From an optimization exercise on the open Yosys and OpenROAD flow, aimed at small area, a short achievable clock period and few clock cycles per item; shortcuts taken in it are not production practice.
Where RTL was checked, it was by simulation tests only, not by an equivalence proof against the original.
Function not checked in run 2: the RTL went through the layout flow alone.

==> flow/design.v, too long to show whole: its modules and the start of the top module <==
// module cordic_final: 1399 lines
// module cf_fa: 4 lines
// module cf_ha: 4 lines
module cordic_final (
    input  wire        clk,
    input  wire        rst_n,
    input  wire        start,
    input  wire [31:0] x_in,
    input  wire        func_select,
    output wire        busy,
    output reg         done,
    output wire [32:0] result
);
  // ...
==> flow/flow/run.sh <==
#!/bin/bash
set -euo pipefail
bash standard.sh SETUP_SLACK_MARGIN=8.5 finish > standard_flow.log 2>&1
==> flow/standard.sh <==
#!/bin/bash
# synth_recipe.tcl (not shown) runs the flow's synth.tcl, then flattens the netlist and writes it again
# the make line also repeats each setting of config.mk as NAME=value (left out here)
make -C /OpenROAD-flow-scripts/flow DESIGN_CONFIG=/design/flow/config.mk WORK_HOME=/design/flow/orfs CLKGATE_MAP_FILE= SYNTH_SCRIPT=/design/flow/synth_recipe.tcl "${@:-finish}"
==> flow/config.mk <==
export PLATFORM = sky130hd
export DESIGN_NAME = cordic_final
export DESIGN_NICKNAME = cordic_final
export VERILOG_FILES = /design/flow/design.v
export SDC_FILE = /design/flow/constraint.sdc
export NUM_CORES = 4
export LEC_CHECK = 0
export CAP_MARGIN = 20
export CORE_MARGIN = 2
export CORE_UTILIZATION = 40
export CTS_CLUSTER_DIAMETER = 80
export CTS_CLUSTER_SIZE = 28
export SLEW_MARGIN = 20
==> flow/constraint.sdc <==
create_clock -name core_clock -period 12.0 [get_ports {clk}]
set_input_delay 2.4000 -clock core_clock [delete_from_list [all_inputs] [get_ports {clk}]]
set_output_delay 2.4000 -clock core_clock [all_outputs]
set_load 0.01 [all_outputs]
==> reports/results.ini, run 1 <==
[floorplanning]
die_area_um2 = 117800
rows = 124
die_y_um = 343.2
die_w_um = 343.2

[sta]
tightest_slew_ps = 1011
setup_ws_ps = 8455
setup_viol = 0
maxSlewHeadroom_pct = 32.48
finClkSkew_ps = 30.36
fin_setup_tns_ps = 0
max_freq_ghz = 0.2821

[final_layout]
layout.cells.non_filler = 5761
biggestRegsByFlops = cma x35, cmb x34, Sr x31
most-common-layout-cells = 856 x dfxtp_1, 510 x xnor2_1, 367 x ha_1
multi_input_area_share_pct = 53.93
clk_share_pct = 3.339
nets = 4946

[critical_path]
cp-startpoint = rsa$_DFF_P_
crit_path_end = result[22]
critical_path.startpoint_type = flop
max_stage_delay_ps = 380
crit_path_end_kind = output pin
arrival_ps = 1140
r2r_start = cq[1]$_DFF_P_

[detailed_routing]
drcViolationCount = 0
wl_met2_um = 39910
vias = 27970
wl_met3_um = 2949

[hold_path]
min_path_type = flop to flop
holdPathStages = 0

[place]
dpl.cell_count = 5661

[clock_tree]
ctsResizeCount = 176
clk_path_buf_depth = 3
cts_root_buf = clkbuf_16

[synthesis]
syn_avg_cell_area_um2 = 10.90
synth_cell_types = 81
synth_warnings = 1
synthAdderAreaFrac_pct = 24.06
synth_top_area_cell = dfxtp_1

[run_status]
status = finished clean

Testbench counts, summed over its fixed seeds: cycles 2,176, items 2,048.
==> run 2, diff against run 1 <==
--- a/flow/design.v
+++ b/flow/design.v
@@ -49,41 +49,33 @@
     wire [16:0] W = {2'b00, vq} + t5;
     wire wneg = W[16];
     wire wbig = ~W[16] & (|W[15:11]);
     wire [2:0] dl = (W[2] ? (W[1] ? 3'd6 : 3'd5) : (W[1] ? 3'd2 : 3'd1));
     wire [10:0] dr = {W[10:3], dl} ^ {11{sq}};   
     wire sat = wneg | wbig;
     wire st = wbig ^ sq;
     wire [4:0] d04 = {~sq, cq ^ {4{sq}}};
-    wire [14:0] xt = (d04[4] ? (d04[3] ? (d04[2] ? (d04[1] ? (d04[0] ? 15'd26407 : 15'd24017) : (d04[0] ? 15'd24017 : 15'd22003)) : (d04[1] ? (d04[0] ? 15'd21989 : 15'd20323) : (d04[0] ? 15'd20323 : 15'd18977))) : (d04[2] ? (d04[1] ? (d04[0] ? 15'd18887 : 15'd17859) : (d04[0] ? 15'd17859 : 15'd17111)) : (d04[1] ? (d04[0] ? 15'd17105 : 15'd16627) : (d04[0] ? 15'd16628 : 15'd16412)))) : (d04[3] ? (d04[2] ? (d04[1] ? (d04[0] ? 15'd16409 : 15'd16627) : (d04[0] ? 15'd16626 : 15'd17106)) : (d04[1] ? (d04[0] ? 15'd17110 : 15'd17860) : (d04[0] ? 15'd17860 : 15'd18890))) : (d04[2] ? (d04[1] ? (d04[0] ? 15'd18974 : 15'd20322) : (d04[0] ? 15'd20322 : 15'd21990)) : (d04[1] ? (d04[0] ? 15'd22002 : 15'd24018) : (d04[0] ? 15'd24018 : 15'd26410)))));
-    wire [15:0] yt = (d04[4] ? (d04[3] ? (d04[2] ? (d04[1] ? (d04[0] ? 16'd20701 : 16'd17551) : (d04[0] ? 16'd17552 : 16'd14676)) : (d04[1] ? (d04[0] ? 16'd14653 : 16'd12009) : (d04[0] ? 16'd12009 : 16'd9553))) : (d04[2] ? (d04[1] ? (d04[0] ? 16'd9377 : 16'd7081) : (d04[0] ? 16'd7081 : 16'd4897)) : (d04[1] ? (d04[0] ? 16'd4880 : 16'd2772) : (d04[0] ? 16'd2772 : 16'd708)))) : (d04[3] ? (d04[2] ? (d04[1] ? (d04[0] ? 16'd64828 : 16'd62764) : (d04[0] ? 16'd62764 : 16'd60656)) : (d04[1] ? (d04[0] ? 16'd60639 : 16'd58455) : (d04[0] ? 16'd58455 : 16'd56159))) : (d04[2] ? (d04[1] ? (d04[0] ? 16'd55983 : 16'd53527) : (d04[0] ? 16'd53527 : 16'd50883)) : (d04[1] ? (d04[0] ? 16'd50861 : 16'd47985) : (d04[0] ? 16'd47984 : 16'd44834)))));
+    reg [4:0] dtq;
+    always @(posedge clk) dtq <= d04;
     reg [10:0] dq;
     always @(posedge clk) dq <= dr;
     reg [0:0] satq;
     always @(posedge clk) satq <= sat;
     reg [0:0] stq;
     always @(posedge clk) stq <= st;
-    reg [14:0] xq;
-    always @(posedge clk) xq <= xt;
-    reg [15:0] yq;
-    always @(posedge clk) yq <= yt;
     wire d5s3 = satq ? stq : dq[10];
-    wire [15:0] ysh5 = {{5{yq[15]}}, yq[15:5]};
-    wire [15:0] xsh5 = {6'd0, xq[14:5]};
-    wire [15:0] yh5 = yq ^ {16{~d5s3}};
-    wire [15:0] yhs5 = {{5{yh5[15]}}, yh5[15:5]};
-    wire [15:0] xn6 = {1'b0, xq} + yhs5 + {15'd0, ~d5s3};
-    wire [15:0] yn6p = yq + (xsh5 ^ {16{~d5s3}}) + {15'd0, ~d5s3};
-    wire d6s3 = satq ? stq : dq[9];
-    wire [15:0] yn6 = yn6p ^ {16{~d6s3}};
+    wire [5:0] d05 = {d5s3, dtq};
+    wire [14:0] xt6 = (d05[5] ? (d05[4] ? (d05[3] ? (d05[2] ? (d05[1] ? (d05[0] ? 15'd27053 : 15'd24565) : (d05[0] ? 15'd24565 : 15'd22461)) : (d05[1] ? (d05[0] ? 15'd22446 : 15'd20698) : (d05[0] ? 15'd20698 : 15'd19275))) : (d05[2] ? (d05[1] ? (d05[0] ? 15'd19180 : 15'd18080) : (d05[0] ? 15'd18080 : 15'd17264)) : (d05[1] ? (d05[0] ? 15'd17257 : 15'd16713) : (d05[0] ? 15'd16714 : 15'd16434)))) : (d05[3] ? (d05[2] ? (d05[1] ? (d05[0] ? 15'd16386 : 15'd16540) : (d05[0] ? 15'd16539 : 15'd16953)) : (d05[1] ? (d05[0] ? 15'd16956 : 15'd17638) : (d05[0] ? 15'd17638 : 15'd18596))) : (d05[2] ? (d05[1] ? (d05[0] ? 15'd18675 : 15'd19946) : (d05[0] ? 15'd19946 : 15'd21532)) : (d05[1] ? (d05[0] ? 15'd21543 : 15'd23469) : (d05[0] ? 15'd23469 : 15'd25763))))) : (d05[4] ? (d05[3] ? (d05[2] ? (d05[1] ? (d05[0] ? 15'd25761 : 15'd23469) : (d05[0] ? 15'd23469 : 15'd21545)) : (d05[1] ? (d05[0] ? 15'd21532 : 15'd19948) : (d05[0] ? 15'd19948 : 15'd18679))) : (d05[2] ? (d05[1] ? (d05[0] ? 15'd18594 : 15'd17638) : (d05[0] ? 15'd17638 : 15'd16958)) : (d05[1] ? (d05[0] ? 15'd16953 : 15'd16541) : (d05[0] ? 15'd16542 : 15'd16390)))) : (d05[3] ? (d05[2] ? (d05[1] ? (d05[0] ? 15'd16432 : 15'd16714) : (d05[0] ? 15'd16713 : 15'd17259)) : (d05[1] ? (d05[0] ? 15'd17264 : 15'd18082) : (d05[0] ? 15'd18082 : 15'd19184))) : (d05[2] ? (d05[1] ? (d05[0] ? 15'd19273 : 15'd20698) : (d05[0] ? 15'd20698 : 15'd22448)) : (d05[1] ? (d05[0] ? 15'd22461 : 15'd24567) : (d05[0] ? 15'd24567 : 15'd27057))))));
+    wire [15:0] yt6 = (d05[5] ? (d05[4] ? (d05[3] ? (d05[2] ? (d05[1] ? (d05[0] ? 16'd21526 : 16'd18301) : (d05[0] ? 16'd18302 : 16'd15363)) : (d05[1] ? (d05[0] ? 16'd15340 : 16'd12644) : (d05[0] ? 16'd12644 : 16'd10146))) : (d05[2] ? (d05[1] ? (d05[0] ? 16'd9967 : 16'd7639) : (d05[0] ? 16'd7639 : 16'd5431)) : (d05[1] ? (d05[0] ? 16'd5414 : 16'd3291) : (d05[0] ? 16'd3291 : 16'd1220)))) : (d05[3] ? (d05[2] ? (d05[1] ? (d05[0] ? 16'd65340 : 16'd63283) : (d05[0] ? 16'd63283 : 16'd61190)) : (d05[1] ? (d05[0] ? 16'd61173 : 16'd59013) : (d05[0] ? 16'd59013 : 16'd56749))) : (d05[2] ? (d05[1] ? (d05[0] ? 16'd56575 : 16'd54162) : (d05[0] ? 16'd54162 : 16'd51570)) : (d05[1] ? (d05[0] ? 16'd51548 : 16'd48735) : (d05[0] ? 16'd48734 : 16'd45659))))) : (d05[4] ? (d05[3] ? (d05[2] ? (d05[1] ? (d05[0] ? 16'd19876 : 16'd16801) : (d05[0] ? 16'd16802 : 16'd13989)) : (d05[1] ? (d05[0] ? 16'd13966 : 16'd11374) : (d05[0] ? 16'd11374 : 16'd8960))) : (d05[2] ? (d05[1] ? (d05[0] ? 16'd8787 : 16'd6523) : (d05[0] ? 16'd6523 : 16'd4363)) : (d05[1] ? (d05[0] ? 16'd4346 : 16'd2253) : (d05[0] ? 16'd2253 : 16'd196)))) : (d05[3] ? (d05[2] ? (d05[1] ? (d05[0] ? 16'd64316 : 16'd62245) : (d05[0] ? 16'd62245 : 16'd60122)) : (d05[1] ? (d05[0] ? 16'd60105 : 16'd57897) : (d05[0] ? 16'd57897 : 16'd55569))) : (d05[2] ? (d05[1] ? (d05[0] ? 16'd55391 : 16'd52892) : (d05[0] ? 16'd52892 : 16'd50196)) : (d05[1] ? (d05[0] ? 16'd50174 : 16'd47235) : (d05[0] ? 16'd47234 : 16'd44009))))));
     reg [14:0] xs6;
-    always @(posedge clk) xs6 <= xn6[14:0];
+    always @(posedge clk) xs6 <= xt6;
+    wire d6s3 = satq ? stq : dq[9];
     reg [15:0] ys6;
-    always @(posedge clk) ys6 <= yn6;
+    always @(posedge clk) ys6 <= yt6 ^ {16{~d6s3}};
     reg [10:0] dq_p4;
     always @(posedge clk) dq_p4 <= dq;
     reg [0:0] satq_p4;
     always @(posedge clk) satq_p4 <= satq;
     reg [0:0] stq_p4;
     always @(posedge clk) stq_p4 <= stq;
     wire d6s4 = satq_p4 ? stq_p4 : dq_p4[9];
     wire [15:0] ysh6 = {{6{ys6[15]}}, ys6[15:6]};
==> reports/results.ini, run 2 <==
[sta]
fin_crit_ps = 3523  ; was 3545 ps
grt_setup_unrepaired = true  ; unchanged
final_max_slew_viol_count = 0  ; unchanged
setup_ws_ps = 8477  ; was 8455 ps
fin_setup_tns_ps = 0  ; unchanged
finClkSkew_ps = 23.89  ; was 30.36 ps
max_freq_ghz = 0.2839  ; was 0.2821 GHz
setup_viol = 0  ; unchanged
maxSlewHeadroom_pct = 27.23  ; was 32.48%
tightest_slew_ps = 1090  ; was 1011 ps
min_period_over_period_pct = 29.36  ; was 29.54%
timing_hold_violations_final = 0  ; unchanged

[final_layout]
final_common_cell = dfxtp_1  ; unchanged
biggestRegsByFlops = cma x35, cmb x34, Sr x31  ; unchanged
largest_reg_flops = 35  ; unchanged
most-common-layout-cells = 835 x dfxtp_1, 504 x xnor2_1, 346 x ha_1  ; was 856 x dfxtp_1, 510 x xnor2_1, 367 x ha_1
drive_above_1_share_pct = 4.674  ; was 5.625%
largest-register = cma  ; unchanged
final_area_um2 = 48680  ; was 50020 um^2
areaGrowthSynthToFinish_pct = 7.407  ; was 8.721%
nets = 4887  ; was 4946

[critical_path]
crit_chain = buf_2  ; unchanged
arrival_ps = 1120  ; was 1140 ps
critical_path.startpoint_type = flop  ; unchanged
critical_path_buf_inv_count = 1  ; unchanged
cp_data_required_time_ps = 9600  ; about the same
max_stage_delay_ps = 370  ; was 380 ps
crit_fanout = 7  ; was 6
critical-path-top-delay-family = flip-flops  ; unchanged
crit_path_end_kind = output pin  ; unchanged
critPathKind = flop to output pin  ; unchanged
slowest_stage = dfxtp_4  ; unchanged

[place]
place_area_um2 = 47170  ; was 48000 um^2
pre_cts_ws_ps = 7996  ; was 7231 ps
gp_congestion = 0.8318  ; was 0.8271
hpwl_um = 61330  ; was 61270 um
io_buffers = 53  ; unchanged

[detailed_routing]
via_per_inst = 4.892  ; was 4.854
dr.pass1.iters = 5  ; unchanged
vias = 27960  ; was 27970
drt_iter0_markers = 1467  ; was 1349
drcViolationCount = 0  ; unchanged
wl_per_cell_um = 14.30  ; was 14.19 um
wl_um = 81720  ; was 81750 um
ant_nets = 0  ; unchanged

[clock_tree]
cts_buffers = 47  ; was 48
cts_root_buf = clkbuf_16  ; unchanged
cts_max_level = 2  ; unchanged
clk_path_buf_depth = 3  ; unchanged
cts.sinks = 861  ; was 887
cts_tree = yes  ; unchanged
cts-hold-fix-buffers = 0  ; unchanged
insertion_delay_ps = 630  ; was 660 ps
clk_pin_slew_ps = 90  ; was 100 ps

[synthesis]
netlist.area_leader.share_pct = 37.33  ; was 37.90%
seq_area_frac_synth_pct = 38.21  ; was 38.77%
synth_area_leaders = dfxtp_1 37%, fa_1 14%, xnor2_1 9.7%  ; was dfxtp_1 38%, fa_1 14%, ha_1 10%
syn_nets = 4936  ; was 4950
synth.most_common_cell = dfxtp_1  ; unchanged
syn_area_um2 = 45320  ; was 46010 um^2
synthArstFlopShare_pct = 1.858  ; was 1.804%
synth_warnings = 1  ; unchanged
yosys_register_bits = 861  ; was 887
syn_avg_cell_area_um2 = 10.70  ; was 10.90 um^2
synth_common_cells = 845 x dfxtp_1, 504 x xnor2_1, 346 x ha_1, 319 x fa_1, 203 x a21oi_1  ; was 871 x dfxtp_1, 511 x xnor2_1, 371 x ha_1, 321 x fa_1, 203 x a21oi_1
syn_inst = 4235  ; was 4222
synth_flop_cell = dfxtp_1  ; unchanged
synth_edf_count = 0  ; unchanged
synth_cell_types = 90  ; was 81
synth_top_area_cell = dfxtp_1  ; unchanged

[floorplanning]
initial_core_util_pct = 40.28  ; was 40.29%
pin_count = 71  ; unchanged
die_area_um2 = 116000  ; was 117800 um^2
die_y_um = 340.6  ; was 343.2 um
core_area_um2 = 112500  ; was 114200 um^2
rows = 123  ; was 124
die_w_um = 340.6  ; was 343.2 um

[hold_path]
min_path_type = flop to flop  ; unchanged

[grt]
grt_pass1_wl_um = 137400  ; was 139400 um
gr-usage-met3_pct = 1.716  ; was 2.056%
groute.usage.overall_pct = 14.00  ; was 14.13%
grt_use_met1_pct = 17.36  ; was 17.44%
antenna_found_initial = 0  ; unchanged
overflow = 0  ; unchanged
use_met2_pct = 25.20  ; was 25.25%
grt_max_degree = 84  ; was 64
grt_busiest_layer = met2  ; unchanged
grt_pass1_vias = 28140  ; was 28460

[run_status]
status = finished clean  ; unchanged

[run]
drv_cap = 0  ; unchanged

-- run 2: logic make-up (layout without fill, tap and decap cells) --
logic type      Yosys count  after routing  share of synthesized area [%]
simple gates            830            830                          9.067
xor+xnor                673            673                          13.01
compound gates          822            822                          12.16
mux                      34             34                         0.8172
fa+ha+maj               665            665                          23.64
flops                   861            861                          38.21
other cells               1              2                       0.008275
buf+inv                 349            329                          3.084
-- run 2: worst paths after layout --
kind                       depth (start not counted)  slack (ps)                 to        startpoint
setup / recovery                                   1        8480         result[15]   res[14]$_DFF_P_
hold / removal                                     0         330   dq_p5[2]$_DFF_P_  dq_p4[2]$_DFF_P_
setup reg to reg                                   5        8600    mrb[20]$_DFF_P_   bneg[2]$_DFF_P_
hold reg to reg                                    0         330   dq_p5[2]$_DFF_P_  dq_p4[2]$_DFF_P_
max in group asynchronous                          1        9380   vld[0]$_DFF_PN0_             rst_n
min in group asynchronous                          1        2190  vld[11]$_DFF_PN0_             rst_n
-- run 2: Yosys stat by module (local to each module, per instance) --
module	cells inside	cell area (um^2)
cordic_final	3942	39450
cf_fa	1	20.02
-- run 2: cell type report --
class	count	area [um^2]
sequential	861	17340
fill	10600	63820
clock inverter	31	450.4
clock buffer	47	1176
antenna	1	2.502
tap	1500	1877
inverter	175	656.9
timing repair buffer	76	551.8
multi-input combinational	3025	26620
-- run 2: stage by stage --
step | utilization (%) | cells | hold WS, ps
4_1_cts | 43.25 | 5715 | 328.4
6_report | 43.27 | 5716 | 330.1
3_5_place_dp | 41.93 | 5637 | 312.1
3_3_place_gp | 41.93 | 5637 | 309.5
2_1_floorplan | - | 4235 | 309.6
5_1_grt | 43.27 | 5715 | 337.9
-- run 2: layer usage --
layer	part of all wire [%]	routed length [um]	vias up
li1	-	-	14330
met1	45	36530	13020
met2	49	40020	481
met3	3.8	3100	132
met4	2.5	2067	0
met5	0	0	-
-- run 2: what timing repair did --
action / CTS / global route
buffers inserted: 0 / 0
resized for setup: 145 / 4
endpoints found under the setup margin: 34 / 36

-- what the ideal ports hide --
No port has a modelled driver above. Below, the same layouts with a new extraction and two added sets of constraints. Step 1, drivers: a clkbuf_16 drives clk and a buf_2 each remaining input, both assumed. Step 2 adds t to the input delays and takes it off the output delays; t is the mean of the earliest and latest rising clock arrival at the registers after step 1. Input paths then give back, and output paths get back, about the clock's delay inside the block. Slacks: ideal / step 1 / step 2; pairs: ideal / step 1.
run	t (ns)	slack for setup (ns)	hold WS [ns]	cell pins on the clock port's net
run 1	0.703	8.455 / 8.391 / 8.060	0.326 / 0.326 / 0.326	1
run 2	0.684	8.477 / 8.415 / 8.045	0.330 / 0.330 / 0.330	1
After both steps setup and hold are still met in every run listed. The setup slack of run 2, which loses most, moves by -0.062 ns with the drivers and by -0.432 ns with both steps.
